Context: an optimization exercise on an open-source flow, tuned for small area. The choices shown serve that exercise and are no tape-out recipe.
RTL that was checked went through simulation tests only; none was proved equivalent to the original.
Function not checked in run 3: the RTL went through the layout flow alone.
In every run shown here, the design's own scripts or RTL, not TritonCTS, make the clock network.
The flow treats the clock pin as an ideal source. Dropping or thinning the clock tree relies on that and would not hold on a real chip.
Power figures rest on the tool's default switching activity, not on a simulated workload.

==> flow/design.v (outline; a module is shown in full before it is edited, if it fits) <==
// module clk_slow: 44 lines
// module distortion: 839 lines
// module trem: 391 lines
// module pedal: 43 lines
module pedal (
    input  logic        clk,
    input  logic        rst,
    input  logic [31:0] x,
    input  logic [1:0]  en,
    input  logic [3:0]  dist_options,
    input  logic [3:0]  trem_options,
    output logic [31:0] y
);
  // ...
==> flow/flow/run.sh <==
#!/bin/bash
# The standard layout with these changes, none to the synthesis:
#  - the port buffers are the smallest buffer cell (buf_1);
#  - between synthesis and floorplan, flow/fixinv2.py picks the polarity of
#    each full adder so that the netlist needs the fewest inverters, and sets
#    each logic cell to the smallest drive of its kind (placement-time repair
#    sizes up what needs it); the logic function and registers are unchanged;
#  - the clock tree is built by flow/mycts.tcl (run as the CTS step's PRE hook):
#    the clock port drives four clkbuf_16, each at the centre of a cluster of
#    flip-flops, so every flip-flop is one buffer from the port.
# Each tool's output goes to a log here.
set -euo pipefail
HERE=$(pwd)
ARGS=("BUFFER_PORTS_ARGS=-buffer_cell sky130_fd_sc_hd__buf_1"
      "PRE_CTS_TCL=$HERE/flow/mycts.tcl")
R=orfs/results/sky130hd/pedal/base
bash standard.sh "${ARGS[@]}" synth > synth.log 2>&1
cp $R/1_2_yosys.v 1_2_yosys.synth.v
python3 flow/fixinv2.py 1_2_yosys.synth.v $R/1_2_yosys.v --downsize > fixinv.log 2>&1
rm -f $R/1_synth.odb
bash standard.sh "${ARGS[@]}" finish > standard.log 2>&1
==> flow/flow/fixinv2.py <==
#!/usr/bin/env python3
"""Chooses the polarity of every full adder in a gate-level netlist written by
yosys (write_verilog -noattr) so that the fewest inverters are needed.

A full adder with all three inputs inverted gives both outputs inverted, so
each adder may work on the true or the inverted signals. The netlist's
inverters are first folded into polarity marks on the pins they feed; then a
local search picks each adder's polarity; then one inverter is added for each
signal that some pin needs inverted. The logic function is unchanged. Signals
that touch a port or an assign are left as they are.

usage: fixinv2.py IN.v OUT.v"""
import re, sys, random

INV = {"sky130_fd_sc_hd__inv_1", "sky130_fd_sc_hd__inv_2", "sky130_fd_sc_hd__inv_4",
       "sky130_fd_sc_hd__inv_6", "sky130_fd_sc_hd__inv_8",
       "sky130_fd_sc_hd__clkinv_1", "sky130_fd_sc_hd__clkinv_2", "sky130_fd_sc_hd__clkinv_4"}
FA = {"sky130_fd_sc_hd__fa_1", "sky130_fd_sc_hd__fa_2", "sky130_fd_sc_hd__fa_4"}
OUTPINS = {"X", "Y", "Q", "Q_N", "SUM", "COUT"}

text = open(sys.argv[1]).read()
m = re.search(r'^module\s+(\S+)\s*\((.*?)\);', text, re.S | re.M)
head_end = m.end()
endm = text.rindex("endmodule")
body = text[head_end:endm]
inst_re = re.compile(r'^\s*(sky130_fd_sc_hd__\w+)\s+(\S+)\s*\((.*?)\);\s*$', re.S | re.M)
insts = []
for mm in inst_re.finditer(body):
    conns = {}
    for p, n in re.findall(r'\.(\w+)\(([^()]*)\)', mm.group(3)):
        conns[p] = n.strip()
    insts.append({"type": mm.group(1), "name": mm.group(2), "conns": conns})
decl = inst_re.sub("", body)
ports = set()
for kind in ("input", "output", "inout"):
    for mm in re.finditer(r'^\s*%s\s+(?:\[[^\]]*\]\s*)?(.*?);' % kind, decl, re.M):
        for n in mm.group(1).split(","):
            ports.add(n.strip())
assign_nets = set()
for l, r in re.findall(r'^\s*assign\s+(.*?)\s*=\s*(.*?);', decl, re.M):
    for tok in re.findall(r'(\\\S+|[A-Za-z_][\w$.]*)', l + " " + r):
        assign_nets.add(tok)
def base(n):
    return re.sub(r'\s*\[\d+\]$', '', n).strip()
def protected(n):
    return base(n) in ports or base(n) in assign_nets or base(n + " ") in assign_nets or "'" in n

drv = {}
for i in insts:
    for p, n in i["conns"].items():
        if p in OUTPINS:
            drv[n] = (i, p)
def is_inv(i):
    return i["type"] in INV

# fold inverter chains: net -> (root net, parity)
memo = {}
def root(n):
    if n in memo:
        return memo[n]
    d = drv.get(n)
    if d and is_inv(d[0]) and not protected(n):
        r, par = root(d[0]["conns"]["A"])
        memo[n] = (r, par ^ 1)
    else:
        memo[n] = (n, 0)
    return memo[n]

# every signal: consumers (inst, pin, parity needed relative to root)
cons = {}
for i in insts:
    if is_inv(i) and not protected(i["conns"]["Y"]):
        continue
    for p, n in i["conns"].items():
        if p in OUTPINS:
            continue
        r, par = root(n)
        cons.setdefault(r, []).append((i, p, par))
# frozen signals: any protected net in the fold (root protected, or inverter chain via protected)
frozen = set()
for n, (r, par) in list(memo.items()):
    if protected(n) or protected(r):
        frozen.add(r)
for r in cons:
    if protected(r):
        frozen.add(r)

fas = [i for i in insts if i["type"] in FA]
for idx, f in enumerate(fas):
    f["id"] = idx
fixed_fa = set()
for f in fas:
    for p, n in f["conns"].items():
        r = root(n)[0] if p not in OUTPINS else n
        if r in frozen:
            fixed_fa.add(f["id"])
# the signals each adder touches
sig_of = {f["id"]: set() for f in fas}
for r, lst in cons.items():
    for (i, p, par) in lst:
        if i["type"] in FA:
            sig_of[i["id"]].add(r)
src_fa = {}
for f in fas:
    for p in ("SUM", "COUT"):
        src_fa[f["conns"][p]] = f["id"]
        sig_of[f["id"]].add(f["conns"][p])

x = [0] * len(fas)
def cost(r):
    if r in frozen:
        return 0
    sp = x[src_fa[r]] if r in src_fa else 0
    for (i, p, par) in cons.get(r, []):
        need = par ^ (x[i["id"]] if i["type"] in FA else 0)
        if need != sp:
            return 1
    return 0
def total():
    return sum(cost(r) for r in set(cons) | set(src_fa))
best_x, best = list(x), total()
random.seed(1)
for restart in range(30):
    if restart:
        x = [random.randint(0, 1) if j not in fixed_fa else 0 for j in range(len(fas))]
    improved = True
    while improved:
        improved = False
        for j in range(len(fas)):
            if j in fixed_fa:
                continue
            sigs = sig_of[j]
            before = sum(cost(r) for r in sigs)
            x[j] ^= 1
            after = sum(cost(r) for r in sigs)
            if after < before:
                improved = True
            else:
                x[j] ^= 1
    t = total()
    if t < best:
        best, best_x = t, list(x)
x = best_x
init_x = [0] * len(fas)

# rebuild: one inverter per signal that some pin needs inverted
newcnt = [0]
wires = []
out_insts = []
inv_of = {}
def inverted(r, sp):
    # net carrying ~(polarity sp of r)
    key = r
    if key not in inv_of:
        newcnt[0] += 1
        y = "_pol_n%d_" % newcnt[0]
        wires.append(y)
        out_insts.append({"type": "sky130_fd_sc_hd__inv_1", "name": "_pol_i%d_" % newcnt[0],
                          "conns": {"A": r, "Y": y}})
        inv_of[key] = y
    return inv_of[key]
nflip = 0
for i in insts:
    if is_inv(i) and not protected(i["conns"]["Y"]):
        r, par = root(i["conns"]["Y"])
        if r in frozen:
            out_insts.append(i)
        continue
    c = dict(i["conns"])
    if i["type"] in FA and x[i["id"]]:
        nflip += 1
    for p, n in i["conns"].items():
        if p in OUTPINS:
            continue
        r, par = root(n)
        if r in frozen:
            continue
        sp = x[src_fa[r]] if r in src_fa else 0
        need = par ^ (x[i["id"]] if i["type"] in FA else 0)
        c[p] = r if need == sp else inverted(r, sp)
    i2 = dict(i); i2["conns"] = c
    out_insts.append(i2)
# optional: every logic cell to the smallest cell of its family (same pins);
# placement-time repair sizes up what timing, slew or load needs
ndown = 0
if "--downsize" in sys.argv:
    LIB = "/OpenROAD-flow-scripts/flow/platforms/sky130hd/lib/sky130_fd_sc_hd__tt_025C_1v80.lib"
    import os
    if "FLOW_HOME" in os.environ:
        LIB = os.path.join(os.environ["FLOW_HOME"], "platforms/sky130hd/lib/sky130_fd_sc_hd__tt_025C_1v80.lib")
    area = {}
    cur = None
    for line in open(LIB):
        mm = re.match(r'\s*cell\s*\(\s*"?(\w+)"?\s*\)', line)
        if mm:
            cur = mm.group(1)
        mm = re.match(r'\s*area\s*:\s*([\d.]+)', line)
        if mm and cur:
            area[cur] = float(mm.group(1)); cur = None
    fam = {}
    for c in area:
        mm = re.match(r'(sky130_fd_sc_hd__[a-z0-9]+?)_(\d+)$', c)
        if mm and "lpflow" not in c and "probe" not in c:
            fam.setdefault(mm.group(1), []).append((area[c], c))
    for i in out_insts:
        mm = re.match(r'(sky130_fd_sc_hd__[a-z0-9]+?)_(\d+)$', i["type"])
        if not mm or "buf" in i["type"] or i["type"].startswith("sky130_fd_sc_hd__df") \
                or "clk" in i["type"] or "dly" in i["type"]:
            continue
        best = min(fam[mm.group(1)])[1]
        if best != i["type"]:
            i["type"] = best
            ndown += 1
print("fixinv2: %d cells downsized" % ndown)
out = [text[:head_end], decl.rstrip("\n") + "\n"]
for w in wires:
    out.append("  wire %s;\n" % w)
fmt = lambda n: n + " " if n.startswith("\\") else n
for i in out_insts:
    out.append("  %s %s (\n%s\n  );\n" % (i["type"], i["name"],
               ",\n".join("    .%s(%s)" % (p, fmt(n)) for p, n in i["conns"].items())))
out.append(text[endm:])
open(sys.argv[2], "w").write("".join(out))
old = sum(1 for i in insts if is_inv(i))
new = sum(1 for i in out_insts if is_inv(i))
print("fixinv2: inverters %d -> %d, adders flipped %d of %d" % (old, new, nflip, len(fas)))
==> flow/flow/mycts.tcl <==
# PRE_CTS hook: a clock tree built by hand. The clock port drives NBUF
# clock buffers (clkbuf_16), each placed at the centre of a cluster of flip-flops (k-means
# on their places) and driving that cluster's clock pins; all flip-flops are
# one buffer from the port. TritonCTS is then skipped.
set nbuf 4
if { [info exists ::env(MYCTS_NBUF)] } { set nbuf $::env(MYCTS_NBUF) }
set block [ord::get_db_block]
set clknet [$block findNet clk]
set sinks {}
set xs {}
set ys {}
foreach it [$clknet getITerms] {
  set inst [$it getInst]
  set bb [$inst getBBox]
  lappend sinks $it
  lappend xs [expr {([$bb xMin] + [$bb xMax]) / 2.0}]
  lappend ys [expr {([$bb yMin] + [$bb yMax]) / 2.0}]
}
set n [llength $sinks]
puts "mycts: $n clock sinks, $nbuf buffers"
# k-means, seeded by sorting on x then y
set order [lsort -indices -real $xs]
set cx {}
set cy {}
for {set k 0} {$k < $nbuf} {incr k} {
  set i [lindex $order [expr {int(($k + 0.5) * $n / $nbuf)}]]
  lappend cx [lindex $xs $i]
  lappend cy [lindex $ys $i]
}
set assign [lrepeat $n 0]
for {set iter 0} {$iter < 50} {incr iter} {
  for {set i 0} {$i < $n} {incr i} {
    set best 0
    set bd 1e30
    for {set k 0} {$k < $nbuf} {incr k} {
      set d [expr {abs([lindex $xs $i] - [lindex $cx $k]) + abs([lindex $ys $i] - [lindex $cy $k])}]
      if {$d < $bd} { set bd $d; set best $k }
    }
    lset assign $i $best
  }
  for {set k 0} {$k < $nbuf} {incr k} {
    set sx 0.0; set sy 0.0; set c 0
    for {set i 0} {$i < $n} {incr i} {
      if {[lindex $assign $i] == $k} { set sx [expr {$sx + [lindex $xs $i]}]; set sy [expr {$sy + [lindex $ys $i]}]; incr c }
    }
    if {$c > 0} { lset cx $k [expr {$sx / $c}]; lset cy $k [expr {$sy / $c}] }
  }
}
set cell sky130_fd_sc_hd__clkbuf_16
if { [info exists ::env(MYCTS_CELL)] } { set cell $::env(MYCTS_CELL) }
set master [[ord::get_db] findMaster $cell]
for {set k 0} {$k < $nbuf} {incr k} {
  set inst [odb::dbInst_create $block $master "clkbuf_m$k"]
  $inst setLocation [expr {int([lindex $cx $k])}] [expr {int([lindex $cy $k])}]
  $inst setPlacementStatus PLACED
  set net [odb::dbNet_create $block "clknet_m$k"]
  $net setSigType CLOCK
  [$inst findITerm A] connect $clknet
  [$inst findITerm X] connect $net
  set c 0
  for {set i 0} {$i < $n} {incr i} {
    if {[lindex $assign $i] == $k} {
      set it [lindex $sinks $i]
      $it disconnect
      $it connect $net
      incr c
    }
  }
  puts "mycts: clkbuf_m$k drives $c sinks"
}
$clknet setSigType CLOCK
set_propagated_clock [all_clocks]
rename clock_tree_synthesis orig_clock_tree_synthesis
proc clock_tree_synthesis { args } {
  puts "mycts: clock tree built by hand, TritonCTS skipped"
}
==> flow/standard.sh <==
#!/bin/bash
# synth_recipe.tcl (not shown) runs the flow's synth.tcl, then flattens the netlist and writes it again
# the make line also repeats each setting of config.mk as NAME=value (left out here)
make -C /OpenROAD-flow-scripts/flow DESIGN_CONFIG=/design/flow/config.mk WORK_HOME=/design/flow/orfs CLKGATE_MAP_FILE= SYNTH_SCRIPT=/design/flow/synth_recipe.tcl "${@:-finish}"
==> flow/config.mk <==
export PLATFORM = sky130hd
export DESIGN_NAME = pedal
export DESIGN_NICKNAME = pedal
export VERILOG_FILES = /design/flow/design.v
export SDC_FILE = /design/flow/constraint.sdc
export NUM_CORES = 4
export LEC_CHECK = 0
export ABC_AREA = 1
export CAP_MARGIN = 0
export CORE_MARGIN = 2
export CORE_UTILIZATION = 60
export CTS_BUF_LIST = sky130_fd_sc_hd__clkbuf_8
export CTS_CLUSTER_SIZE = 30
export SLEW_MARGIN = 0
==> flow/constraint.sdc <==
create_clock -name core_clock -period 10.0 [get_ports {clk}]
set_input_delay 2.0000 -clock core_clock [delete_from_list [all_inputs] [get_ports {clk}]]
set_output_delay 2.0000 -clock core_clock [all_outputs]
set_load 0.01 [all_outputs]
==> impl_metrics.toml, run 1 <==
[cells_and_area]
reg.largest.list = "u_distortion.y (32), u_trem.y (32), u_trem.p_hi (12)"
num_antenna_cells = 0
design.seq.count = 114
layout_commonest_cell = "nand2_1"
area_delta_synth_final_pct = 6.47
seqCellArea_sq_mm = 0.00228
multi_input_area_share = 0.614
n_fill_cell = 1441
drive_gt1_frac = 0.0152

[route]
wl_per_cell_um = 17.1
wl_met1_mm = 11.3

[timing]
hold_viol = 0
period_needed_ns = 9.29
skew_ns = 0.0182
max_slew_margin = 0.323
fin_crit_sh = 0.929
setup_tns_ns = 0

[floorplanning]
core-area_sq_mm = 0.0153
ioPinCount = 76

[worst_setup_path]
worstSetupEndpointType = "register"
crit_start = "trem_options[2]"
r2r-start = "u_trem.count_int4[0]$_DFF_P_"
critPathArrivalTime_ns = 9.32
critPathRequiredTime_ns = 10.03

[placed_design]
portBuffers = 75
dpl_worst_slack_ns = 0.498
place_area_sq_mm = 0.00997

[run_status]
outcome = "no timing/DRC/antenna violations"

[power]
clk-power_uw = 186
p_sw_frac = 0.317
peakVddDrop_mv = 0.140
p_leak_uw = 0.00507
seq_power_share = 0.544

[worst_hold_path]
min_to = "u_trem.y[29]$_SDFF_PP0_"
worstHoldStart = "u_distortion.y[29]$_SDFF_PP0_"

[clock_network]
insertion_delay_ns = 0.18

[synthesis]
ys_warn_count = 3

[global_route]
grt-ovfl-total = 0
use_met1 = 0.453
==> run 2: changes to the inputs <==
--- a/flow/config.mk
+++ b/flow/config.mk
@@ -8,7 +8,6 @@
 export ABC_AREA = 1
 export CAP_MARGIN = 0
 export CORE_MARGIN = 2
-export CORE_UTILIZATION = 60
-export CTS_BUF_LIST = sky130_fd_sc_hd__clkbuf_8
-export CTS_CLUSTER_SIZE = 30
+export CORE_UTILIZATION = 75
+export PLACE_DENSITY = 0.8
 export SLEW_MARGIN = 0
==> impl_metrics.toml, run 2 <==
[run_status]
outcome = "no timing/DRC/antenna violations"

[synthesis]
ys_warn_count = 3
syn_inst = 1385
syn-cell-area_sq_mm = 0.00946
syn_avg_cell_area_sq_um = 6.83
syn-num-nets = 1545

[global_route]
gr-usage-all-layers = 0.418
grt_pass1_wl_mm = 45.0
grt_max_degree = 58
antenna_found_initial = 0
first_global_vias = 9474
grt-ovfl-total = 0

[cells_and_area]
drive_gt1_frac = 0.0118
num_antenna_cells = 0
area_delta_synth_final_pct = 5.63
n_fill_cell = 897
fin_nets = 1602
final_cell_mix = "261 x nand2_1, 224 x nor2_1, 221 x inv_1"
layout_commonest_cell = "nand2_1"
reg.largest.list = "u_distortion.y (32), u_trem.y (32), u_trem.p_hi (12)"
final_util = 0.802

[worst_setup_path]
crit_slowest_cell = "fa_1"
r2r_cells = 23
r2r_slack_ns = 2.23
path_cells = "buf_1, inv_1, o22ai_1, nor2_1, nor2_1, fa_1, fa_1, fa_1, ha_1, fa_1, fa_1, fa_1, fa_1, fa_1, fa_1, fa_1, fa_1, fa_1, fa_1, xor2_1, xor2_1, xor2_1, xor2_1, a21oi_1"
worstSetupEndpointType = "register"
cpPeakStageDelay_ns = 0.50
path_common_cell = "fa_1"
path_max_fanout = 6
critPathArrivalTime_ns = 9.41
r2r_end = "u_trem.p_hi[11]$_SDFFE_PP0P_"
critPathKind = "primary input to register"
critPathRequiredTime_ns = 10.04
r2r-start = "u_trem.count_int2[0]$_DFF_P_"
start_kind = "primary input"

[power]
total_power_uw = 896
peakVddDrop_mv = 0.0946
p_per_area_mw_per_mm2 = 89.7
p_leak_uw = 0.00505

[timing]
hold_viol = 0
max_slew_margin = 0.395
hold_slack_ns = 0.415
fin_crit_sh = 0.937
setup_tns_ns = 0
skew_ns = 0.0264
tightest_slew_ns = 0.906
rsz0062_at_grt = "no"
finalSetupViolCount = 0
finalMaxSlewViolations = 0
period_needed_ns = 9.37
clock.fmax_mhz = 107

[clock_network]
cts_resized = 0
insertion_delay_ns = 0.18
post_cts_buffers = 0
clkSlewWorstSetupHoldPaths_ns = 0.12
cts_hold_buf = 0

[placed_design]
hpwl_mm = 21.8
portBuffers = 75
place_congestion = 1.11

[route]
wl_per_cell_um = 17.4
drt_iter0_drc = 1252
firstDrtPassIters = 9
via_count = 9964
wl_mm = 28.1
via_per_inst = 6.18
detail-route-antenna-nets = 0
drc = 0

[worst_hold_path]
min_to = "u_trem.y[27]$_SDFF_PP0_"
worstHoldStart = "u_distortion.y[27]$_SDFF_PP0_"
min_path_cells = 2
holdCritPathClass = "register to register"

[floorplanning]
die_h_um = 116
row_count = 41
start_util = 0.759
die_w_um = 116
dieArea_sq_mm = 0.0135
ioPinCount = 76
core-area_sq_mm = 0.0125

[flow_run]
cap_violations = 0
==> run 2: worst max path at each step <==
stage | startpoint | to | slack [ns] | cells after the start
6_report | trem_options[0] | u_trem.p_hi[11]$_SDFFE_PP0P_ | 0.63 | 24
5_1_grt | x[0] | u_distortion.y[5]$_SDFF_PP0_ | 0.23 | 49
4_1_cts | trem_options[0] | u_trem.p_hi[11]$_SDFFE_PP0P_ | 0.72 | 24
3_5_place_dp | trem_options[3] | u_trem.p_hi[11]$_SDFFE_PP0P_ | 0.54 | 24
3_3_place_gp | trem_options[2] | u_trem.p_hi[11]$_SDFFE_PP0P_ | 0.81 | 24
2_1_floorplan | trem_options[2] | u_trem.p_hi[11]$_SDFFE_PP0P_ | 0.75 | 25
==> run 2: per-layer routing <==
layer | routed length [um] | global-route usage | up-vias
li1 | - | - | 4571
met1 | 10100 | 0.525 | 4442
met2 | 13100 | 0.695 | 758
met3 | 3000 | 0.0659 | 193
met4 | 1920 | 0.229 | 0
met5 | 0 | 0 | -
==> run 2: layout make-up <==
cell class,count,area (sq um),share of cell area
buffer,4,100,0.0100
timing repair buffer,88,379,0.0379
inverter,222,833,0.0834
multi-input combinational,1012,6180,0.619
sequential,114,2280,0.228
tap,172,215,0.0215
==> run 2: critical path, delay by kind of cell <==
| family | cells | cell delay (ns) |
|---|---|---|
| buffers and inverters | 2 | 0.28 |
| adder cells (fa/ha/maj) | 14 | 5.55 |
| AO/OA/AOI/OAI | 2 | 0.20 |
| XOR/XNOR | 4 | 0.78 |
| AND/OR/NAND/NOR | 2 | 0.59 |
==> run 2: power breakdown <==
group | switching (uW) | internal, uW | total, uW | leakage (uW)
combinational | 159 | 61.6 | 221 | 0.00406
clock | 111 | 74.1 | 185 | 0.0000493
sequential | 12.4 | 478 | 490 | 0.000936
total | 282 | 614 | 896 | 0.00505
==> run 2: stage by stage <==
stage,instances,instance area (sq um),setup WS [ns]
after floorplan,1385,9460,0.747
after global placement,1608,9890,0.814
after detailed placement,1608,9890,0.538
after CTS,1612,9990,0.724
after global routing,1612,9990,0.225
final,1612,9990,0.632
==> module trem, before the edit <==
module trem (
    input  logic [31:0] x,
    output logic [31:0] y,
    input  logic clk_48,
    input  logic rst,
    input  logic clk_190,
    input  logic clk_380,
    input  logic clk_95,
    input  logic clk_48hz,
    input  logic [3:0] options,
    input  logic en,
    output logic [2:0] par    
);
logic [4:0] count_int4, count_int2, count_int, count_int6;
logic       dir_s4_q, dir_s2_q, dir_q, dir_s6_q;
logic [4:0] c0_n, c1_n, c2_n, c3_n;
logic       d0_n, d1_n, d2_n, d3_n;
logic [3:0] tk;
logic [4:0] c0, c1, c2, c3;
logic       d0, d1, d2, d3;
assign tk = {clk_48hz, clk_95, clk_190, clk_380};
assign c0 = count_int4;  assign d0 = dir_s4_q;
assign c1 = count_int2;  assign d1 = dir_s2_q;
assign c2 = count_int;   assign d2 = dir_q;
assign c3 = count_int6;  assign d3 = dir_s6_q;
assign par = {count_int[0], count_int2[0], count_int4[0]};
logic os_54, os_55, os_56, os_57, os_58, os_59, os_60, os_61, os_62, os_63, os_64, os_66, os_67, os_68, os_69, os_70, os_71, os_72, os_73, os_74, os_75, os_76, os_77, os_78, os_79, os_80, os_81, os_82, os_83, os_84, os_85, os_86, os_87, os_88, os_89, os_90, os_91, os_92, os_93, os_94, os_95, os_96, os_97, os_98, os_99, os_100, os_101, os_102, os_103, os_104, os_105, os_106, os_107, os_108, os_109, os_110, os_111, os_112, os_113, os_114, os_115, os_116, os_118, os_119, os_120, os_121, os_122, os_123, os_124, os_125, os_127, os_128, os_129, os_130, os_131, os_132, os_133, os_135, os_136, os_137, os_138, os_139, os_140, os_142, os_143, os_144, os_145, os_147, os_148, os_150, os_151, os_153, os_154, os_156, os_157, os_159, os_160, os_161, os_162, os_164, os_165, os_167, os_168, os_170, os_171, os_173, os_174, os_176, os_177, os_178, os_179, os_181, os_182, os_184, os_185, os_187, os_188, os_190, os_191, os_193, os_194, os_196, os_197, os_199, os_200, os_202, os_203;
assign os_54 = ~rst & tk[0];
assign os_55 = tk[2] & c2[0];
assign os_56 = tk[1] & c1[0];
assign os_57 = ~os_55 & ~os_56;
assign os_58 = tk[3] & c3[0];
assign os_59 = tk[0] & c0[0];
assign os_60 = ~os_58 & ~os_59;
assign os_61 = os_57 & os_60;
assign os_62 = os_54 & os_61;
assign os_63 = ~rst & ~tk[0];
assign os_64 = c0[0] & os_63;
assign c0_n[0] = os_62 | os_64;
assign os_66 = tk[1] & c1[1];
assign os_67 = tk[0] & c0[1];
assign os_68 = ~os_66 & ~os_67;
assign os_69 = tk[3] & c3[1];
assign os_70 = tk[2] & c2[1];
assign os_71 = ~os_69 & ~os_70;
assign os_72 = os_68 & os_71;
assign os_73 = os_61 & os_72;
assign os_74 = ~os_61 & ~os_72;
assign os_75 = ~os_73 & ~os_74;
assign os_76 = tk[2] & d2;
assign os_77 = tk[0] & d0;
assign os_78 = ~os_76 & ~os_77;
assign os_79 = tk[3] & d3;
assign os_80 = tk[1] & d1;
assign os_81 = ~os_79 & ~os_80;
assign os_82 = os_78 & os_81;
assign os_83 = tk[1] & c1[2];
assign os_84 = tk[0] & c0[2];
assign os_85 = ~os_83 & ~os_84;
assign os_86 = tk[3] & c3[2];
assign os_87 = tk[2] & c2[2];
assign os_88 = ~os_86 & ~os_87;
assign os_89 = os_85 & os_88;
assign os_90 = tk[1] & c1[3];
assign os_91 = tk[0] & c0[3];
assign os_92 = ~os_90 & ~os_91;
assign os_93 = tk[3] & c3[3];
assign os_94 = tk[2] & c2[3];
assign os_95 = ~os_93 & ~os_94;
assign os_96 = os_92 & os_95;
assign os_97 = os_89 & os_96;
assign os_98 = tk[1] & c1[4];
assign os_99 = tk[0] & c0[4];
assign os_100 = ~os_98 & ~os_99;
assign os_101 = tk[3] & c3[4];
assign os_102 = tk[2] & c2[4];
assign os_103 = ~os_101 & ~os_102;
assign os_104 = os_100 & os_103;
assign os_105 = os_72 & os_104;
assign os_106 = os_97 & os_105;
assign os_107 = ~os_82 & ~os_106;
assign os_108 = ~os_89 & ~os_96;
assign os_109 = ~os_72 & ~os_104;
assign os_110 = os_108 & os_109;
assign os_111 = ~os_107 & ~os_110;
assign os_112 = os_75 & ~os_111;
assign os_113 = ~os_75 & os_111;
assign os_114 = ~os_112 & ~os_113;
assign os_115 = os_54 & os_114;
assign os_116 = c0[1] & os_63;
assign c0_n[1] = os_115 | os_116;
assign os_118 = os_73 & ~os_111;
assign os_119 = os_74 & os_111;
assign os_120 = ~os_118 & ~os_119;
assign os_121 = os_89 & ~os_120;
assign os_122 = ~os_89 & os_120;
assign os_123 = ~os_121 & ~os_122;
assign os_124 = os_54 & ~os_123;
assign os_125 = c0[2] & os_63;
assign c0_n[2] = os_124 | os_125;
assign os_127 = ~os_118 & ~os_122;
assign os_128 = ~os_97 & ~os_108;
assign os_129 = ~os_127 & os_128;
assign os_130 = os_127 & ~os_128;
assign os_131 = ~os_129 & ~os_130;
assign os_132 = os_54 & os_131;
assign os_133 = c0[3] & os_63;
assign c0_n[3] = os_132 | os_133;
assign os_135 = os_108 & os_119;
assign os_136 = os_104 & ~os_135;
assign os_137 = os_97 & os_118;
assign os_138 = ~os_136 & ~os_137;
assign os_139 = os_54 & os_138;
assign os_140 = c0[4] & os_63;
assign c0_n[4] = os_139 | os_140;
assign os_142 = ~rst & tk[1];
assign os_143 = os_61 & os_142;
assign os_144 = ~rst & ~tk[1];
assign os_145 = c1[0] & os_144;
assign c1_n[0] = os_143 | os_145;
assign os_147 = os_114 & os_142;
assign os_148 = c1[1] & os_144;
assign c1_n[1] = os_147 | os_148;
assign os_150 = ~os_123 & os_142;
assign os_151 = c1[2] & os_144;
assign c1_n[2] = os_150 | os_151;
assign os_153 = os_131 & os_142;
assign os_154 = c1[3] & os_144;
assign c1_n[3] = os_153 | os_154;
assign os_156 = os_138 & os_142;
assign os_157 = c1[4] & os_144;
assign c1_n[4] = os_156 | os_157;
assign os_159 = ~rst & tk[2];
assign os_160 = os_61 & os_159;
assign os_161 = ~rst & ~tk[2];
assign os_162 = c2[0] & os_161;
assign c2_n[0] = os_160 | os_162;
assign os_164 = os_114 & os_159;
assign os_165 = c2[1] & os_161;
assign c2_n[1] = os_164 | os_165;
assign os_167 = ~os_123 & os_159;
assign os_168 = c2[2] & os_161;
assign c2_n[2] = os_167 | os_168;
assign os_170 = os_131 & os_159;
assign os_171 = c2[3] & os_161;
assign c2_n[3] = os_170 | os_171;
assign os_173 = os_138 & os_159;
assign os_174 = c2[4] & os_161;
assign c2_n[4] = os_173 | os_174;
assign os_176 = ~rst & tk[3];
assign os_177 = os_61 & os_176;
assign os_178 = ~rst & ~tk[3];
assign os_179 = c3[0] & os_178;
assign c3_n[0] = os_177 | os_179;
assign os_181 = os_114 & os_176;
assign os_182 = c3[1] & os_178;
assign c3_n[1] = os_181 | os_182;
assign os_184 = ~os_123 & os_176;
assign os_185 = c3[2] & os_178;
assign c3_n[2] = os_184 | os_185;
assign os_187 = os_131 & os_176;
assign os_188 = c3[3] & os_178;
assign c3_n[3] = os_187 | os_188;
assign os_190 = os_138 & os_176;
assign os_191 = c3[4] & os_178;
assign c3_n[4] = os_190 | os_191;
assign os_193 = os_54 & ~os_111;
assign os_194 = d0 & os_63;
assign d0_n = os_193 | os_194;
assign os_196 = ~os_111 & os_142;
assign os_197 = d1 & os_144;
assign d1_n = os_196 | os_197;
assign os_199 = ~os_111 & os_159;
assign os_200 = d2 & os_161;
assign d2_n = os_199 | os_200;
assign os_202 = ~os_111 & os_176;
assign os_203 = d3 & os_178;
assign d3_n = os_202 | os_203;
always_ff @(posedge clk_48) begin
    count_int4 <= c0_n;  dir_s4_q <= d0_n;
    count_int2 <= c1_n;  dir_s2_q <= d1_n;
    count_int  <= c2_n;  dir_q    <= d2_n;
    count_int6 <= c3_n;  dir_s6_q <= d3_n;
end
logic       active;
logic [4:0] c;
assign active = en & (options == 4'b1000 | options == 4'b0100 |
                      options == 4'b0010 | options == 4'b0001);
assign c = (({5{options[3]}} & count_int)  | ({5{options[2]}} & count_int2) |
            ({5{options[1]}} & count_int4) | ({5{options[0]}} & count_int6));
logic [23:0] mpp0; assign mpp0 = {24{c[0]}} & x[23:0];
logic [23:0] mpp1; assign mpp1 = {24{c[1]}} & x[23:0];
logic [23:0] mpp2; assign mpp2 = {24{c[2]}} & x[23:0];
logic [23:0] mpp3; assign mpp3 = {24{c[3]}} & x[23:0];
logic [23:0] mpp4; assign mpp4 = {24{c[4]}} & x[23:0];
logic m1, m2, m3, m4, m5, m6, m7, m8, m9, m10, m11, m12, m13, m14, m15, m16, m17, m18, m19, m20, m21, m22, m23, m24, m25, m26, m27, m28, m29, m30, m31, m32, m33, m34, m35, m36, m37, m38, m39, m40, m41, m42, m43, m44, m45, m46, m47, m48, m49, m50, m51, m52, m53, m54, m55, m56, m57, m58, m59, m60, m61, m62, m63, m64, m65, m66, m67, m68, m69, m70, m71, m72, m73, m74, m75, m76, m77, m78, m79, m80, m81, m82, m83, m84, m85, m86, m87, m88, m89, m90, m91, m92, m93, m94, m95, m96, m97, m98, m99, m100, m101, m102, m103, m104, m105, m106, m107, m108, m109, m110, m111, m112, m113, m114, m115, m116, m117, m118, m119, m120, m121, m122, m123, m124, m125, m126, m127, m128, m129, m130, m131, m132, m133, m134, m135, m136, m137, m138, m139, m140, m141, m142, m143, m144, m145, m146, m147, m148, m149, m150, m151, m152, m153, m154, m155, m156, m157, m158, m159, m160, m161, m162, m163, m164, m165, m166, m167, m168;
assign m1 = mpp0[4] ^ mpp1[3];
assign m2 = mpp0[4] & mpp1[3];
assign m3 = mpp0[5] ^ mpp1[4] ^ mpp2[3];
assign m4 = (mpp0[5] & mpp1[4]) | (mpp2[3] & (mpp0[5] ^ mpp1[4]));
assign m5 = mpp0[6] ^ mpp1[5] ^ mpp2[4];
assign m6 = (mpp0[6] & mpp1[5]) | (mpp2[4] & (mpp0[6] ^ mpp1[5]));
assign m7 = mpp0[7] ^ mpp1[6] ^ mpp2[5];
assign m8 = (mpp0[7] & mpp1[6]) | (mpp2[5] & (mpp0[7] ^ mpp1[6]));
assign m9 = mpp0[8] ^ mpp1[7] ^ mpp2[6];
assign m10 = (mpp0[8] & mpp1[7]) | (mpp2[6] & (mpp0[8] ^ mpp1[7]));
assign m11 = mpp0[9] ^ mpp1[8] ^ mpp2[7];
assign m12 = (mpp0[9] & mpp1[8]) | (mpp2[7] & (mpp0[9] ^ mpp1[8]));
assign m13 = mpp0[10] ^ mpp1[9] ^ mpp2[8];
assign m14 = (mpp0[10] & mpp1[9]) | (mpp2[8] & (mpp0[10] ^ mpp1[9]));
assign m15 = mpp0[11] ^ mpp1[10] ^ mpp2[9];
assign m16 = (mpp0[11] & mpp1[10]) | (mpp2[9] & (mpp0[11] ^ mpp1[10]));
assign m17 = mpp0[12] ^ mpp1[11] ^ mpp2[10];
assign m18 = (mpp0[12] & mpp1[11]) | (mpp2[10] & (mpp0[12] ^ mpp1[11]));
assign m19 = mpp0[13] ^ mpp1[12] ^ mpp2[11];
assign m20 = (mpp0[13] & mpp1[12]) | (mpp2[11] & (mpp0[13] ^ mpp1[12]));
assign m21 = mpp0[14] ^ mpp1[13] ^ mpp2[12];
assign m22 = (mpp0[14] & mpp1[13]) | (mpp2[12] & (mpp0[14] ^ mpp1[13]));
assign m23 = mpp0[15] ^ mpp1[14] ^ mpp2[13];
assign m24 = (mpp0[15] & mpp1[14]) | (mpp2[13] & (mpp0[15] ^ mpp1[14]));
assign m25 = mpp0[16] ^ mpp1[15] ^ mpp2[14];
assign m26 = (mpp0[16] & mpp1[15]) | (mpp2[14] & (mpp0[16] ^ mpp1[15]));
assign m27 = mpp0[17] ^ mpp1[16] ^ mpp2[15];
assign m28 = (mpp0[17] & mpp1[16]) | (mpp2[15] & (mpp0[17] ^ mpp1[16]));
assign m29 = mpp0[18] ^ mpp1[17] ^ mpp2[16];
assign m30 = (mpp0[18] & mpp1[17]) | (mpp2[16] & (mpp0[18] ^ mpp1[17]));
assign m31 = mpp0[19] ^ mpp1[18] ^ mpp2[17];
assign m32 = (mpp0[19] & mpp1[18]) | (mpp2[17] & (mpp0[19] ^ mpp1[18]));
assign m33 = mpp0[20] ^ mpp1[19] ^ mpp2[18];
assign m34 = (mpp0[20] & mpp1[19]) | (mpp2[18] & (mpp0[20] ^ mpp1[19]));
assign m35 = mpp0[21] ^ mpp1[20] ^ mpp2[19];
assign m36 = (mpp0[21] & mpp1[20]) | (mpp2[19] & (mpp0[21] ^ mpp1[20]));
assign m37 = mpp0[22] ^ mpp1[21] ^ mpp2[20];
assign m38 = (mpp0[22] & mpp1[21]) | (mpp2[20] & (mpp0[22] ^ mpp1[21]));
assign m39 = mpp0[23] ^ mpp1[22] ^ mpp2[21];
assign m40 = mpp0[3] ^ mpp1[2];
assign m41 = mpp0[3] & mpp1[2];
assign m42 = mpp2[2] ^ mpp3[1] ^ mpp4[0];
assign m43 = (mpp2[2] & mpp3[1]) | (mpp4[0] & (mpp2[2] ^ mpp3[1]));
assign m44 = m2 ^ mpp3[2] ^ mpp4[1];
assign m45 = (m2 & mpp3[2]) | (mpp4[1] & (m2 ^ mpp3[2]));
assign m46 = m4 ^ mpp3[3] ^ mpp4[2];
assign m47 = (m4 & mpp3[3]) | (mpp4[2] & (m4 ^ mpp3[3]));
assign m48 = m6 ^ mpp3[4] ^ mpp4[3];
assign m49 = (m6 & mpp3[4]) | (mpp4[3] & (m6 ^ mpp3[4]));
assign m50 = m8 ^ mpp3[5] ^ mpp4[4];
assign m51 = (m8 & mpp3[5]) | (mpp4[4] & (m8 ^ mpp3[5]));
assign m52 = m10 ^ mpp3[6] ^ mpp4[5];
assign m53 = (m10 & mpp3[6]) | (mpp4[5] & (m10 ^ mpp3[6]));
assign m54 = m12 ^ mpp3[7] ^ mpp4[6];
assign m55 = (m12 & mpp3[7]) | (mpp4[6] & (m12 ^ mpp3[7]));
assign m56 = m14 ^ mpp3[8] ^ mpp4[7];
assign m57 = (m14 & mpp3[8]) | (mpp4[7] & (m14 ^ mpp3[8]));
assign m58 = m16 ^ mpp3[9] ^ mpp4[8];
assign m59 = (m16 & mpp3[9]) | (mpp4[8] & (m16 ^ mpp3[9]));
assign m60 = m18 ^ mpp3[10] ^ mpp4[9];
assign m61 = (m18 & mpp3[10]) | (mpp4[9] & (m18 ^ mpp3[10]));
assign m62 = m20 ^ mpp3[11] ^ mpp4[10];
assign m63 = (m20 & mpp3[11]) | (mpp4[10] & (m20 ^ mpp3[11]));
assign m64 = m22 ^ mpp3[12] ^ mpp4[11];
assign m65 = (m22 & mpp3[12]) | (mpp4[11] & (m22 ^ mpp3[12]));
assign m66 = m24 ^ mpp3[13] ^ mpp4[12];
assign m67 = (m24 & mpp3[13]) | (mpp4[12] & (m24 ^ mpp3[13]));
assign m68 = m26 ^ mpp3[14] ^ mpp4[13];
assign m69 = (m26 & mpp3[14]) | (mpp4[13] & (m26 ^ mpp3[14]));
assign m70 = m28 ^ mpp3[15] ^ mpp4[14];
assign m71 = (m28 & mpp3[15]) | (mpp4[14] & (m28 ^ mpp3[15]));
assign m72 = m30 ^ mpp3[16] ^ mpp4[15];
assign m73 = (m30 & mpp3[16]) | (mpp4[15] & (m30 ^ mpp3[16]));
assign m74 = m32 ^ mpp3[17] ^ mpp4[16];
assign m75 = (m32 & mpp3[17]) | (mpp4[16] & (m32 ^ mpp3[17]));
assign m76 = m34 ^ mpp3[18] ^ mpp4[17];
assign m77 = (m34 & mpp3[18]) | (mpp4[17] & (m34 ^ mpp3[18]));
assign m78 = m36 ^ mpp3[19] ^ mpp4[18];
assign m79 = (m36 & mpp3[19]) | (mpp4[18] & (m36 ^ mpp3[19]));
assign m80 = m38 ^ m39 ^ mpp3[20];
assign m81 = mpp0[2] ^ mpp1[1];
assign m82 = mpp0[2] & mpp1[1];
assign m83 = mpp2[1] ^ mpp3[0] ^ m40;
assign m84 = (mpp2[1] & mpp3[0]) | (m40 & (mpp2[1] ^ mpp3[0]));
assign m85 = m41 ^ m1 ^ m42;
assign m86 = (m41 & m1) | (m42 & (m41 ^ m1));
assign m87 = m43 ^ m3 ^ m44;
assign m88 = (m43 & m3) | (m44 & (m43 ^ m3));
assign m89 = m45 ^ m5 ^ m46;
assign m90 = (m45 & m5) | (m46 & (m45 ^ m5));
assign m91 = m47 ^ m7 ^ m48;
assign m92 = (m47 & m7) | (m48 & (m47 ^ m7));
assign m93 = m49 ^ m9 ^ m50;
assign m94 = (m49 & m9) | (m50 & (m49 ^ m9));
assign m95 = m51 ^ m11 ^ m52;
assign m96 = (m51 & m11) | (m52 & (m51 ^ m11));
assign m97 = m53 ^ m13 ^ m54;
assign m98 = (m53 & m13) | (m54 & (m53 ^ m13));
assign m99 = m55 ^ m15 ^ m56;
assign m100 = (m55 & m15) | (m56 & (m55 ^ m15));
assign m101 = m57 ^ m17 ^ m58;
assign m102 = (m57 & m17) | (m58 & (m57 ^ m17));
assign m103 = m59 ^ m19 ^ m60;
assign m104 = (m59 & m19) | (m60 & (m59 ^ m19));
assign m105 = m61 ^ m21 ^ m62;
assign m106 = (m61 & m21) | (m62 & (m61 ^ m21));
assign m107 = m63 ^ m23 ^ m64;
assign m108 = (m63 & m23) | (m64 & (m63 ^ m23));
assign m109 = m65 ^ m25 ^ m66;
assign m110 = (m65 & m25) | (m66 & (m65 ^ m25));
assign m111 = m67 ^ m27 ^ m68;
assign m112 = (m67 & m27) | (m68 & (m67 ^ m27));
assign m113 = m69 ^ m29 ^ m70;
assign m114 = (m69 & m29) | (m70 & (m69 ^ m29));
assign m115 = m71 ^ m31 ^ m72;
assign m116 = (m71 & m31) | (m72 & (m71 ^ m31));
assign m117 = m73 ^ m33 ^ m74;
assign m118 = (m73 & m33) | (m74 & (m73 ^ m33));
assign m119 = m75 ^ m35 ^ m76;
assign m120 = (m75 & m35) | (m76 & (m75 ^ m35));
assign m121 = m77 ^ m37 ^ m78;
assign m122 = (m77 & m37) | (m78 & (m77 ^ m37));
assign m123 = m79 ^ m80 ^ mpp4[19];
assign m124 = mpp0[1] ^ mpp1[0];
assign m125 = mpp0[1] & mpp1[0];
assign m126 = mpp2[0] ^ m81 ^ m125;
assign m127 = (mpp2[0] & m81) | (m125 & (mpp2[0] ^ m81));
assign m128 = m82 ^ m83 ^ m127;
assign m129 = (m82 & m83) | (m127 & (m82 ^ m83));
assign m130 = m84 ^ m85 ^ m129;
assign m131 = (m84 & m85) | (m129 & (m84 ^ m85));
assign m132 = m86 ^ m87 ^ m131;
assign m133 = (m86 & m87) | (m131 & (m86 ^ m87));
assign m134 = m88 ^ m89 ^ m133;
assign m135 = (m88 & m89) | (m133 & (m88 ^ m89));
assign m136 = m90 ^ m91 ^ m135;
assign m137 = (m90 & m91) | (m135 & (m90 ^ m91));
assign m138 = m92 ^ m93 ^ m137;
assign m139 = (m92 & m93) | (m137 & (m92 ^ m93));
assign m140 = m94 ^ m95 ^ m139;
assign m141 = (m94 & m95) | (m139 & (m94 ^ m95));
assign m142 = m96 ^ m97 ^ m141;
assign m143 = (m96 & m97) | (m141 & (m96 ^ m97));
assign m144 = m98 ^ m99 ^ m143;
assign m145 = (m98 & m99) | (m143 & (m98 ^ m99));
assign m146 = m100 ^ m101;
assign m147 = m100 & m101;
assign m148 = m102 ^ m103 ^ m147;
assign m149 = (m102 & m103) | (m147 & (m102 ^ m103));
assign m150 = m104 ^ m105 ^ m149;
assign m151 = (m104 & m105) | (m149 & (m104 ^ m105));
assign m152 = m106 ^ m107 ^ m151;
assign m153 = (m106 & m107) | (m151 & (m106 ^ m107));
assign m154 = m108 ^ m109 ^ m153;
assign m155 = (m108 & m109) | (m153 & (m108 ^ m109));
assign m156 = m110 ^ m111 ^ m155;
assign m157 = (m110 & m111) | (m155 & (m110 ^ m111));
assign m158 = m112 ^ m113 ^ m157;
assign m159 = (m112 & m113) | (m157 & (m112 ^ m113));
assign m160 = m114 ^ m115 ^ m159;
assign m161 = (m114 & m115) | (m159 & (m114 ^ m115));
assign m162 = m116 ^ m117 ^ m161;
assign m163 = (m116 & m117) | (m161 & (m116 ^ m117));
assign m164 = m118 ^ m119 ^ m163;
assign m165 = (m118 & m119) | (m163 & (m118 ^ m119));
assign m166 = m120 ^ m121 ^ m165;
assign m167 = (m120 & m121) | (m165 & (m120 ^ m121));
assign m168 = m122 ^ m123 ^ m167;
logic [7:0]  p_lo;
logic [11:0] p_hi;
logic        p_c;
logic [11:0] p_hi_sum;   
logic [12:0] inc_c;
assign inc_c[0] = p_c;
genvar gi;
for (gi = 0; gi < 12; gi = gi + 1) begin : g_inc
    assign p_hi_sum[gi]  = p_hi[gi] ^ inc_c[gi];
    assign inc_c[gi + 1] = p_hi[gi] & inc_c[gi];
end
always_ff @(posedge clk_48) begin
    if (rst) begin
        p_lo <= 8'h0;
        p_hi <= 12'h0;
        p_c  <= 1'b0;
        y    <= 32'h0;
    end else if (active) begin
        p_lo <= {m144, m142, m140, m138, m136, m134, m132, m130};
        p_hi <= {m168, m166, m164, m162, m160, m158, m156, m154, m152, m150, m148, m146};
        p_c  <= m145;
        y    <= {12'h000, p_hi_sum, p_lo};
    end else begin
        y <= x;
    end
end
endmodule
==> run 3: changes to the inputs <==
--- a/flow/design.v
+++ b/flow/design.v
@@ -1222,8 +1222,8 @@
 assign m143 = (m96 & m97) | (m141 & (m96 ^ m97));
 assign m144 = m98 ^ m99 ^ m143;
 assign m145 = (m98 & m99) | (m143 & (m98 ^ m99));
-assign m146 = m100 ^ m101;
-assign m147 = m100 & m101;
+assign m146 = m100 ^ m101 ^ m145;
+assign m147 = (m100 & m101) | (m145 & (m100 ^ m101));
 assign m148 = m102 ^ m103 ^ m147;
 assign m149 = (m102 & m103) | (m147 & (m102 ^ m103));
 assign m150 = m104 ^ m105 ^ m149;
@@ -1234,8 +1234,8 @@
 assign m155 = (m108 & m109) | (m153 & (m108 ^ m109));
 assign m156 = m110 ^ m111 ^ m155;
 assign m157 = (m110 & m111) | (m155 & (m110 ^ m111));
-assign m158 = m112 ^ m113 ^ m157;
-assign m159 = (m112 & m113) | (m157 & (m112 ^ m113));
+assign m158 = m112 ^ m113;
+assign m159 = m112 & m113;
 assign m160 = m114 ^ m115 ^ m159;
 assign m161 = (m114 & m115) | (m159 & (m114 ^ m115));
 assign m162 = m116 ^ m117 ^ m161;
@@ -1245,27 +1245,27 @@
 assign m166 = m120 ^ m121 ^ m165;
 assign m167 = (m120 & m121) | (m165 & (m120 ^ m121));
 assign m168 = m122 ^ m123 ^ m167;
-logic [7:0]  p_lo;
-logic [11:0] p_hi;
+logic [13:0]  p_lo;
+logic [5:0] p_hi;
 logic        p_c;
-logic [11:0] p_hi_sum;   
-logic [12:0] inc_c;
+logic [5:0] p_hi_sum;   
+logic [6:0] inc_c;
 assign inc_c[0] = p_c;
 genvar gi;
-for (gi = 0; gi < 12; gi = gi + 1) begin : g_inc
+for (gi = 0; gi < 6; gi = gi + 1) begin : g_inc
     assign p_hi_sum[gi]  = p_hi[gi] ^ inc_c[gi];
     assign inc_c[gi + 1] = p_hi[gi] & inc_c[gi];
 end
 always_ff @(posedge clk_48) begin
     if (rst) begin
-        p_lo <= 8'h0;
-        p_hi <= 12'h0;
+        p_lo <= 14'h0;
+        p_hi <= 6'h0;
         p_c  <= 1'b0;
         y    <= 32'h0;
     end else if (active) begin
-        p_lo <= {m144, m142, m140, m138, m136, m134, m132, m130};
-        p_hi <= {m168, m166, m164, m162, m160, m158, m156, m154, m152, m150, m148, m146};
-        p_c  <= m145;
+        p_lo <= {m156, m154, m152, m150, m148, m146, m144, m142, m140, m138, m136, m134, m132, m130};
+        p_hi <= {m168, m166, m164, m162, m160, m158};
+        p_c  <= m157;
         y    <= {12'h000, p_hi_sum, p_lo};
     end else begin
         y <= x;
--- a/flow/flow/mycts.tcl
+++ b/flow/flow/mycts.tcl
@@ -1,6 +1,7 @@
 # PRE_CTS hook: a clock tree built by hand. The clock port drives NBUF
 # clock buffers (clkbuf_16), each placed at the centre of a cluster of flip-flops (k-means
-# on their places) and driving that cluster's clock pins; all flip-flops are
+# on their places, at most ceil(sinks/NBUF) per cluster) and driving that
+# cluster's clock pins; all flip-flops are
 # one buffer from the port. TritonCTS is then skipped.
 set nbuf 4
 if { [info exists ::env(MYCTS_NBUF)] } { set nbuf $::env(MYCTS_NBUF) }
@@ -28,15 +29,25 @@
   lappend cy [lindex $ys $i]
 }
 set assign [lrepeat $n 0]
+# capacity-limited k-means: each cluster takes at most cap sinks, nearest first
+set cap [expr {($n + $nbuf - 1) / $nbuf}]
 for {set iter 0} {$iter < 50} {incr iter} {
+  set pairs {}
   for {set i 0} {$i < $n} {incr i} {
-    set best 0
-    set bd 1e30
     for {set k 0} {$k < $nbuf} {incr k} {
       set d [expr {abs([lindex $xs $i] - [lindex $cx $k]) + abs([lindex $ys $i] - [lindex $cy $k])}]
-      if {$d < $bd} { set bd $d; set best $k }
+      lappend pairs [list $d $i $k]
     }
-    lset assign $i $best
+  }
+  set pairs [lsort -real -index 0 $pairs]
+  set done [lrepeat $n 0]
+  set cnt [lrepeat $nbuf 0]
+  foreach p $pairs {
+    lassign $p d i k
+    if {[lindex $done $i] || [lindex $cnt $k] >= $cap} { continue }
+    lset assign $i $k
+    lset done $i 1
+    lset cnt $k [expr {[lindex $cnt $k] + 1}]
   }
   for {set k 0} {$k < $nbuf} {incr k} {
     set sx 0.0; set sy 0.0; set c 0
--- a/flow/config.mk
+++ b/flow/config.mk
@@ -8,6 +8,7 @@
 export ABC_AREA = 1
 export CAP_MARGIN = 0
 export CORE_MARGIN = 2
-export CORE_UTILIZATION = 75
-export PLACE_DENSITY = 0.8
+export CORE_UTILIZATION = 60
+export CTS_BUF_LIST = sky130_fd_sc_hd__clkbuf_8
+export CTS_CLUSTER_SIZE = 30
 export SLEW_MARGIN = 0
==> impl_metrics.toml, run 3 <==
[run_status]
outcome = "no timing/DRC/antenna violations"

[worst_setup_path]
cpPeakStageDelay_ns = 0.47
critPathKind = "primary input to register"
r2r_cells = 27
r2r-start = "u_trem.count_int2[0]$_DFF_P_"
r2r_end = "u_trem.p_lo[13]$_SDFFE_PP0P_"
crit_start = "trem_options[3]"
start_kind = "primary input"
cp_num_cells = 28
critPathArrivalTime_ns = 9.56
r2r_slack_ns = 2.10
crit_family = "adder cells"
worstSetupEndpointType = "register"
crit_slowest_cell = "fa_1"
path_common_cell = "fa_1"
critPathRequiredTime_ns = 10.07
worstPathBufferInverterCount = 5
crit_end = "u_trem.p_lo[13]$_SDFFE_PP0P_"
path_max_fanout = 5

[floorplanning]
die_h_um = 129
start_util = 0.614
ioPinCount = 76
row_count = 45
core-area_sq_mm = 0.0152
die_w_um = 129
dieArea_sq_mm = 0.0166

[clock_network]
clkSlewWorstSetupHoldPaths_ns = 0.12
insertion_delay_ns = 0.18
cts_resized = 0
post_cts_buffers = 0
cts_hold_buf = 0

[cells_and_area]
drive_gt1_frac = 0.0196
area_delta_synth_final_pct = 6.81
layout_commonest_cell = "nand2_1"
final_cell_mix = "253 x nand2_1, 228 x nor2_1, 212 x inv_1"
reg.largest.list = "u_distortion.y (32), u_trem.y (32), u_trem.p_lo (14)"
num_antenna_cells = 0
fin_nets = 1588
fin_area_sq_mm = 0.00996

[route]
drt_iter0_drc = 1033
wl_mm = 27.6
via_count = 9562
via_per_inst = 5.90
wl_per_cell_um = 17.0
firstDrtPassIters = 6
detail-route-antenna-nets = 0
drc = 0

[timing]
rsz0062_at_grt = "no"
fin_crit_sh = 0.950
clock.fmax_mhz = 105
setup_tns_ns = 0
hold_viol = 0
period_needed_ns = 9.50
finalSetupViolCount = 0
worst_slack_ns = 0.504
tightest_slew_ns = 0.847
hold_slack_ns = 0.400
finalMaxSlewViolations = 0
max_slew_margin = 0.435
skew_ns = 0.0217

[power]
seq_power_share = 0.539
clock_power_share = 0.214
p_int_uw = 616
p_sw_frac = 0.319
p_switching_uw = 288
pwr-share-comb = 0.247
p_per_area_mw_per_mm2 = 90.7
peakVddDrop_mv = 0.130
p_leak_uw = 0.00493
total_power_uw = 904

[global_route]
antenna_found_initial = 0
use_met1 = 0.442
grt_use_met2 = 0.575
grt-busiest-layer = "met2"
grt_max_degree = 58
grt.met3_usage = 0.0320
gr-usage-all-layers = 0.337
grt-ovfl-total = 0
first_global_vias = 9023
grt_pass1_wl_mm = 45.2

[placed_design]
place_area_sq_mm = 0.00986
dpl_worst_slack_ns = 0.378
hpwl_mm = 22.1
portBuffers = 75
place_congestion = 1.01

[worst_hold_path]
holdCritPathClass = "register to register"
worstHoldStart = "u_distortion.y[28]$_SDFF_PP0_"

[synthesis]
syn_inst = 1366
ys_warn_count = 3
syn-cell-area_sq_mm = 0.00933
syn_avg_cell_area_sq_um = 6.83
syn-num-nets = 1520

[flow_run]
cap_violations = 0
run 3: cell types whose count changed in the layout (fill, tap and decap cells not counted), moves of 3 or more:
cell / previous run / this run
nand2_1: 261 / 253
ha_1: 41 / 35
xnor2_1: 3 / 6
a21oi_1: 79 / 82
xor2_1: 12 / 9
nor2_1: 224 / 228
inv_1: 221 / 212
buf_4: 13 / 24
run 3: metal layers:
metal  vias to the layer above  part of all wire
met4                         0             0.051
met2                       507              0.47
met1                      4399              0.41
li1                       4552                 -
met5                         -                 0
met3                       104             0.076
run 3: power groups by stage:
stage               combinational, uW  sequential [uW]  clock [uW]
floorplan                         142              500           0
global placement                  218              496           0
detailed placement                216              497           0
CTS                               217              487         195
global route                      248              490         208
finish                            224              487         194
run 3: worst min path at each step:
stage / endpoint / cells past startpoint
after floorplan: u_trem.y[24]$_SDFF_PP0_ / 2
after CTS: u_trem.y[28]$_SDFF_PP0_ / 2
after global routing: u_trem.y[28]$_SDFF_PP0_ / 2
after detailed placement: u_trem.y[25]$_SDFF_PP0_ / 2
final: u_trem.y[28]$_SDFF_PP0_ / 2
after global placement: u_trem.y[30]$_SDFF_PP0_ / 2
run 3: cell type report:
class / instances / area (sq um)
Fill cell: 1367 / 5240
Inverter: 213 / 800
Buffer: 4 / 100
Tap cell: 188 / 235
Multi-Input combinational cell: 1002 / 6080
Sequential cell: 114 / 2280
Timing Repair Buffer: 99 / 462
run 3: tightest hold or removal path: stages, from the launching register on:
cell and delay [ns]:
dfxtp_1 0.31, inv_1 0.05, nor2_1 0.04
run 3: metrics by stage:
| step | util | instances |
|---|---|---|
| after floorplan | - | 1366 |
| after global placement | 0.649 | 1616 |
| after detailed placement | 0.649 | 1616 |
| after CTS | 0.655 | 1620 |
| after global routing | 0.655 | 1620 |
| final | 0.655 | 1620 |
==> run 4: changes to the inputs <==
--- a/flow/design.v
+++ b/flow/design.v
@@ -1230,12 +1230,12 @@
 assign m151 = (m104 & m105) | (m149 & (m104 ^ m105));
 assign m152 = m106 ^ m107 ^ m151;
 assign m153 = (m106 & m107) | (m151 & (m106 ^ m107));
-assign m154 = m108 ^ m109 ^ m153;
-assign m155 = (m108 & m109) | (m153 & (m108 ^ m109));
+assign m154 = m108 ^ m109;
+assign m155 = m108 & m109;
 assign m156 = m110 ^ m111 ^ m155;
 assign m157 = (m110 & m111) | (m155 & (m110 ^ m111));
-assign m158 = m112 ^ m113;
-assign m159 = m112 & m113;
+assign m158 = m112 ^ m113 ^ m157;
+assign m159 = (m112 & m113) | (m157 & (m112 ^ m113));
 assign m160 = m114 ^ m115 ^ m159;
 assign m161 = (m114 & m115) | (m159 & (m114 ^ m115));
 assign m162 = m116 ^ m117 ^ m161;
@@ -1245,27 +1245,27 @@
 assign m166 = m120 ^ m121 ^ m165;
 assign m167 = (m120 & m121) | (m165 & (m120 ^ m121));
 assign m168 = m122 ^ m123 ^ m167;
-logic [13:0]  p_lo;
-logic [5:0] p_hi;
+logic [11:0]  p_lo;
+logic [7:0] p_hi;
 logic        p_c;
-logic [5:0] p_hi_sum;   
-logic [6:0] inc_c;
+logic [7:0] p_hi_sum;   
+logic [8:0] inc_c;
 assign inc_c[0] = p_c;
 genvar gi;
-for (gi = 0; gi < 6; gi = gi + 1) begin : g_inc
+for (gi = 0; gi < 8; gi = gi + 1) begin : g_inc
     assign p_hi_sum[gi]  = p_hi[gi] ^ inc_c[gi];
     assign inc_c[gi + 1] = p_hi[gi] & inc_c[gi];
 end
 always_ff @(posedge clk_48) begin
     if (rst) begin
-        p_lo <= 14'h0;
-        p_hi <= 6'h0;
+        p_lo <= 12'h0;
+        p_hi <= 8'h0;
         p_c  <= 1'b0;
         y    <= 32'h0;
     end else if (active) begin
-        p_lo <= {m156, m154, m152, m150, m148, m146, m144, m142, m140, m138, m136, m134, m132, m130};
-        p_hi <= {m168, m166, m164, m162, m160, m158};
-        p_c  <= m157;
+        p_lo <= {m152, m150, m148, m146, m144, m142, m140, m138, m136, m134, m132, m130};
+        p_hi <= {m168, m166, m164, m162, m160, m158, m156, m154};
+        p_c  <= m153;
         y    <= {12'h000, p_hi_sum, p_lo};
     end else begin
         y <= x;
==> impl_metrics.toml, run 4 <==
[worst_setup_path]
r2r_cells = 26
critPathRequiredTime_ns = 10.07
r2r-start = "u_trem.count_int2[0]$_DFF_P_"
crit_start = "x[0]"
crit_slowest_cell = "a211oi_1"
path_common_cell = "nand2_1"
critPathKind = "primary input to register"
critPathArrivalTime_ns = 9.24
worstSetupEndpointType = "register"
cpPeakStageDelay_ns = 0.37
path_max_fanout = 12
start_kind = "primary input"

[synthesis]
ys_warn_count = 3
syn-num-nets = 1524
syn_inst = 1368
syn-cell-area_sq_mm = 0.00936
syn_avg_cell_area_sq_um = 6.84

[floorplanning]
row_count = 45
ioPinCount = 76
die_h_um = 129
start_util = 0.615
die_w_um = 129
core-area_sq_mm = 0.0152
dieArea_sq_mm = 0.0166

[timing]
tightest_slew_ns = 1.04
finalSetupViolCount = 0
skew_ns = 0.0123
clock.fmax_mhz = 109
finalMaxSlewViolations = 0
period_needed_ns = 9.17
fin_crit_sh = 0.917
hold_viol = 0
setup_tns_ns = 0
max_slew_margin = 0.308
rsz0062_at_grt = "no"

[cells_and_area]
reg.largest.list = "u_distortion.y (32), u_trem.y (32), u_trem.p_lo (12)"
num_antenna_cells = 0
layout_commonest_cell = "nand2_1"
drive_gt1_frac = 0.0134
layoutNonFillerInstCount = 1611
fin_nets = 1581
final_cell_mix = "260 x nand2_1, 224 x nor2_1, 202 x inv_1"
area_delta_synth_final_pct = 5.91

[clock_network]
insertion_delay_ns = 0.17
clkSlewWorstSetupHoldPaths_ns = 0.11
post_cts_buffers = 0

[global_route]
antenna_found_initial = 0
grt_use_met2 = 0.585
grt.met3_usage = 0.0291
grt_pass1_wl_mm = 45.8
grt-ovfl-total = 0
gr-usage-all-layers = 0.347
grt-busiest-layer = "met2"
use_met1 = 0.458
first_global_vias = 8947
grt_max_degree = 70

[flow_run]
cap_violations = 0

[route]
via_per_inst = 6.03
wl_mm = 28.9
detail-route-antenna-nets = 0
firstDrtPassIters = 9
wl_per_cell_um = 17.9
via_count = 9719
drc = 0
drt_iter0_drc = 1212

[power]
p_per_area_mw_per_mm2 = 90.8
peakVddDrop_mv = 0.123
p_leak_uw = 0.00487

[placed_design]
dp_cells = 1607
place_congestion = 1.13
portBuffers = 75
hpwl_mm = 22.7

[worst_hold_path]
holdCritPathClass = "register to register"
min_path_cells = 2
worstHoldStart = "u_distortion.y[29]$_SDFF_PP0_"

[run_status]
outcome = "no timing/DRC/antenna violations"
## run 4: stage by stage
step                      cell area (sq um)  hold WS (ns)   util  power [uW]  worst slack [ns]
after floorplan                        9360         0.394      -         641              1.31
after global placement                 9810         0.394  0.645         717             0.826
after detailed placement               9810         0.404  0.645         715             0.714
after CTS                              9910         0.417  0.652         893             0.864
after global routing                   9910         0.432  0.652         942            0.0736
final                                  9910         0.419  0.652         900             0.827
## run 4: final cells by class
type | count | area [sq um]
Buffer | 4 | 100
Fill cell | 1375 | 5290
Inverter | 203 | 762
Multi-Input combinational cell | 1013 | 6140
Sequential cell | 114 | 2280
Tap cell | 188 | 235
Timing Repair Buffer | 89 | 387
## run 4: final timing paths
kind | to | slack, ns
setup / recovery | u_distortion.y[13]$_SDFF_PP0_ | 0.83
setup reg to reg | u_trem.p_lo[11]$_SDFFE_PP0P_ | 2.64
hold / removal | u_trem.y[29]$_SDFF_PP0_ | 0.42
hold reg to reg | u_trem.y[29]$_SDFF_PP0_ | 0.42
## run 4: critical path, delay by kind of cell
kind,cells,cell delay [ns]
adder cells (fa/ha/maj),6,1.33
AO/OA/AOI/OAI,6,1.09
buffers and inverters,7,0.78
AND/OR/NAND/NOR,30,4.03
## run 4: metal layers
metal  vias up  routed length, um
met2       621              13300
met5         -                  0
met3       136               2530
li1       4538                  -
met4         0               1680
met1      4424              11400
## run 4: repair_timing
action,CTS,global route
gates resized for setup,0,1
hold buffers,0,0
setup endpoints to repair,0,1
## run 4: where the power goes
group	internal [uW]	total [uW]	switching, uW
Combinational	61.5	224	163
Clock	74.1	186	112
Sequential	478	489	11.0
Total	613	900	286
==> run 5: changes to the inputs <==
--- a/flow/flow/run.sh
+++ b/flow/flow/run.sh
@@ -7,7 +7,8 @@
 #    sizes up what needs it); the logic function and registers are unchanged;
 #  - the clock tree is built by flow/mycts.tcl (run as the CTS step's PRE hook):
 #    the clock port drives four clkbuf_16, each at the centre of a cluster of
-#    flip-flops, so every flip-flop is one buffer from the port.
+#    flip-flops (k-means with equal-sized clusters), so every flip-flop is one
+#    buffer from the port.
 # Each tool's output goes to a log here.
 set -euo pipefail
 HERE=$(pwd)
==> impl_metrics.toml, run 5 <==
[worst_setup_path]
critPathRequiredTime_ns = 10.07
crit_slowest_cell = "a211oi_1"
worstPathBufferInverterCount = 7
start_kind = "primary input"
critPathArrivalTime_ns = 9.24
worstSetupEndpointType = "register"
path_max_fanout = 12
critPathKind = "primary input to register"
cpPeakStageDelay_ns = 0.37
path_common_cell = "nand2_1"
crit_family = "simple AND/OR/NAND/NOR gates"

[timing]
skew_ns = 0.0123
finalMaxSlewViolations = 0
setup_tns_ns = 0
finalSetupViolCount = 0
tightest_slew_ns = 1.04
fin_crit_sh = 0.917
hold_viol = 0
rsz0062_at_grt = "no"
worst_slack_ns = 0.827
max_slew_margin = 0.308
clock.fmax_mhz = 109
period_needed_ns = 9.17

[power]
p_switching_uw = 286
peakVddDrop_mv = 0.123
p_leak_uw = 0.00487
seq_power_share = 0.543
p_sw_frac = 0.318
clock_power_share = 0.207
pwr-share-comb = 0.249
p_per_area_mw_per_mm2 = 90.8
total_power_uw = 900
p_int_uw = 613

[cells_and_area]
num_antenna_cells = 0
fin_nets = 1581
reg.largest.list = "u_distortion.y (32), u_trem.y (32), u_trem.p_lo (12)"
drive_gt1_frac = 0.0134
layout_commonest_cell = "nand2_1"
fin_area_sq_mm = 0.00991
area_delta_synth_final_pct = 5.91
final_util = 0.652
final_cell_mix = "260 x nand2_1, 224 x nor2_1, 202 x inv_1"

[route]
firstDrtPassIters = 9
wl_mm = 28.9
wl_per_cell_um = 17.9
drc = 0
via_per_inst = 6.03
via_count = 9719
detail-route-antenna-nets = 0
drt_iter0_drc = 1212

[global_route]
antenna_found_initial = 0
grt_max_degree = 70
grt-ovfl-total = 0
grt_pass1_wl_mm = 45.8
gr-usage-all-layers = 0.347
first_global_vias = 8947

[clock_network]
post_cts_buffers = 0
clkSlewWorstSetupHoldPaths_ns = 0.11
insertion_delay_ns = 0.17

[floorplanning]
core-area_sq_mm = 0.0152
ioPinCount = 76
row_count = 45
die_w_um = 129
die_h_um = 129
dieArea_sq_mm = 0.0166
start_util = 0.615

[synthesis]
syn_inst = 1368
syn-num-nets = 1524
ys_warn_count = 3
syn_avg_cell_area_sq_um = 6.84
syn-cell-area_sq_mm = 0.00936

[placed_design]
hpwl_mm = 22.7
place_congestion = 1.13
portBuffers = 75
dpl_worst_slack_ns = 0.714
place_area_sq_mm = 0.00981

[flow_run]
cap_violations = 0

[run_status]
outcome = "no timing/DRC/antenna violations"

[worst_hold_path]
holdCritPathClass = "register to register"
==> run 5: what timing repair did <==
| action | 4_1_cts | 5_1_grt |
|---|---|---|
| resized for setup | 0 | 1 |
| hold buffers | 0 | 0 |
| setup endpoints to repair | 0 | 1 |
==> run 5: through the flow <==
step                      cells  hold slack, ns
final                      1611           0.419
after detailed placement   1607           0.404
after global routing       1611           0.432
after CTS                  1611           0.417
after global placement     1607           0.394
after floorplan            1368           0.394
==> run 5: power groups by stage <==
| stage | Clock, uW | Sequential, uW | Combinational [uW] |
|---|---|---|---|
| floorplan | 0 | 500 | 141 |
| global placement | 0 | 498 | 219 |
| detailed placement | 0 | 499 | 216 |
| CTS | 188 | 489 | 217 |
| global route | 205 | 491 | 246 |
| finish | 186 | 489 | 224 |
==> run 5: layout make-up <==
class / count / area (sq um)
fillers: 1375 / 5290
well taps: 188 / 235
multi-input cells: 1013 / 6140
inverters: 203 / 762
flip-flops and latches: 114 / 2280
plain buffers: 4 / 100
repair buffers: 89 / 387
==> run 5: worst paths after layout <==
check                                                    from                            end  slack, ns  cells past startpoint
worst max-delay path                                     x[0]  u_distortion.y[13]$_SDFF_PP0_       0.83                     49
worst min-delay path            u_distortion.y[29]$_SDFF_PP0_        u_trem.y[29]$_SDFF_PP0_       0.42                      2
worst max register to register   u_trem.count_int2[0]$_DFF_P_   u_trem.p_lo[11]$_SDFFE_PP0P_       2.64                     26
worst min register to register  u_distortion.y[29]$_SDFF_PP0_        u_trem.y[29]$_SDFF_PP0_       0.42                      2
==> run 5: tightest hold or removal path: stages (launching register included) <==
cell	delay [ns]
dfxtp_1	0.31
inv_1	0.04
nor2_1	0.04
==> run 5: per-layer routing <==
metal / part of all wire / vias to the layer above / GRT usage
met2: 0.46 / 621 / 0.585
li1: - / 4538 / -
met5: 0 / - / 0
met1: 0.39 / 4424 / 0.458
met3: 0.087 / 136 / 0.0291
met4: 0.058 / 0 / 0.153

re-timing with driven ports:
No port has a modelled driver above. Below, the same layouts with a new extraction and two added sets of constraints. Step 1, drivers: a clkbuf_16 drives clk and a buf_2 each remaining input, both assumed. Step 2 moves the port delays by t, midway between the first and last clock arrival at a register: inputs arrive t later, outputs are due t later. That takes back most of the time a late clock gives input paths. a / b / c = no drivers / after step 1 / after step 2; a / b = the first two.
run | shift t [ns] | setup WS [ns] | latest minus earliest clock arrival (ns) | pins driven straight from the clock port
run 1 | 0.266 | 0.708 / 0.786 / 0.520 | 0.019 / 0.019 | 4
run 2 | 0.259 | 0.632 / 0.702 / 0.443 | 0.027 / 0.026 | 4
run 3 | 0.269 | 0.504 / 0.579 / 0.309 | 0.025 / 0.025 | 4
run 4 | 0.256 | 0.827 / 0.895 / 0.639 | 0.013 / 0.013 | 4
run 5 | 0.256 | 0.827 / 0.895 / 0.639 | 0.013 / 0.013 | 4
After both steps every run listed still meets setup and hold. The setup slack of run 3, which loses most, moves by +0.075 ns with the drivers and by -0.195 ns with both steps.
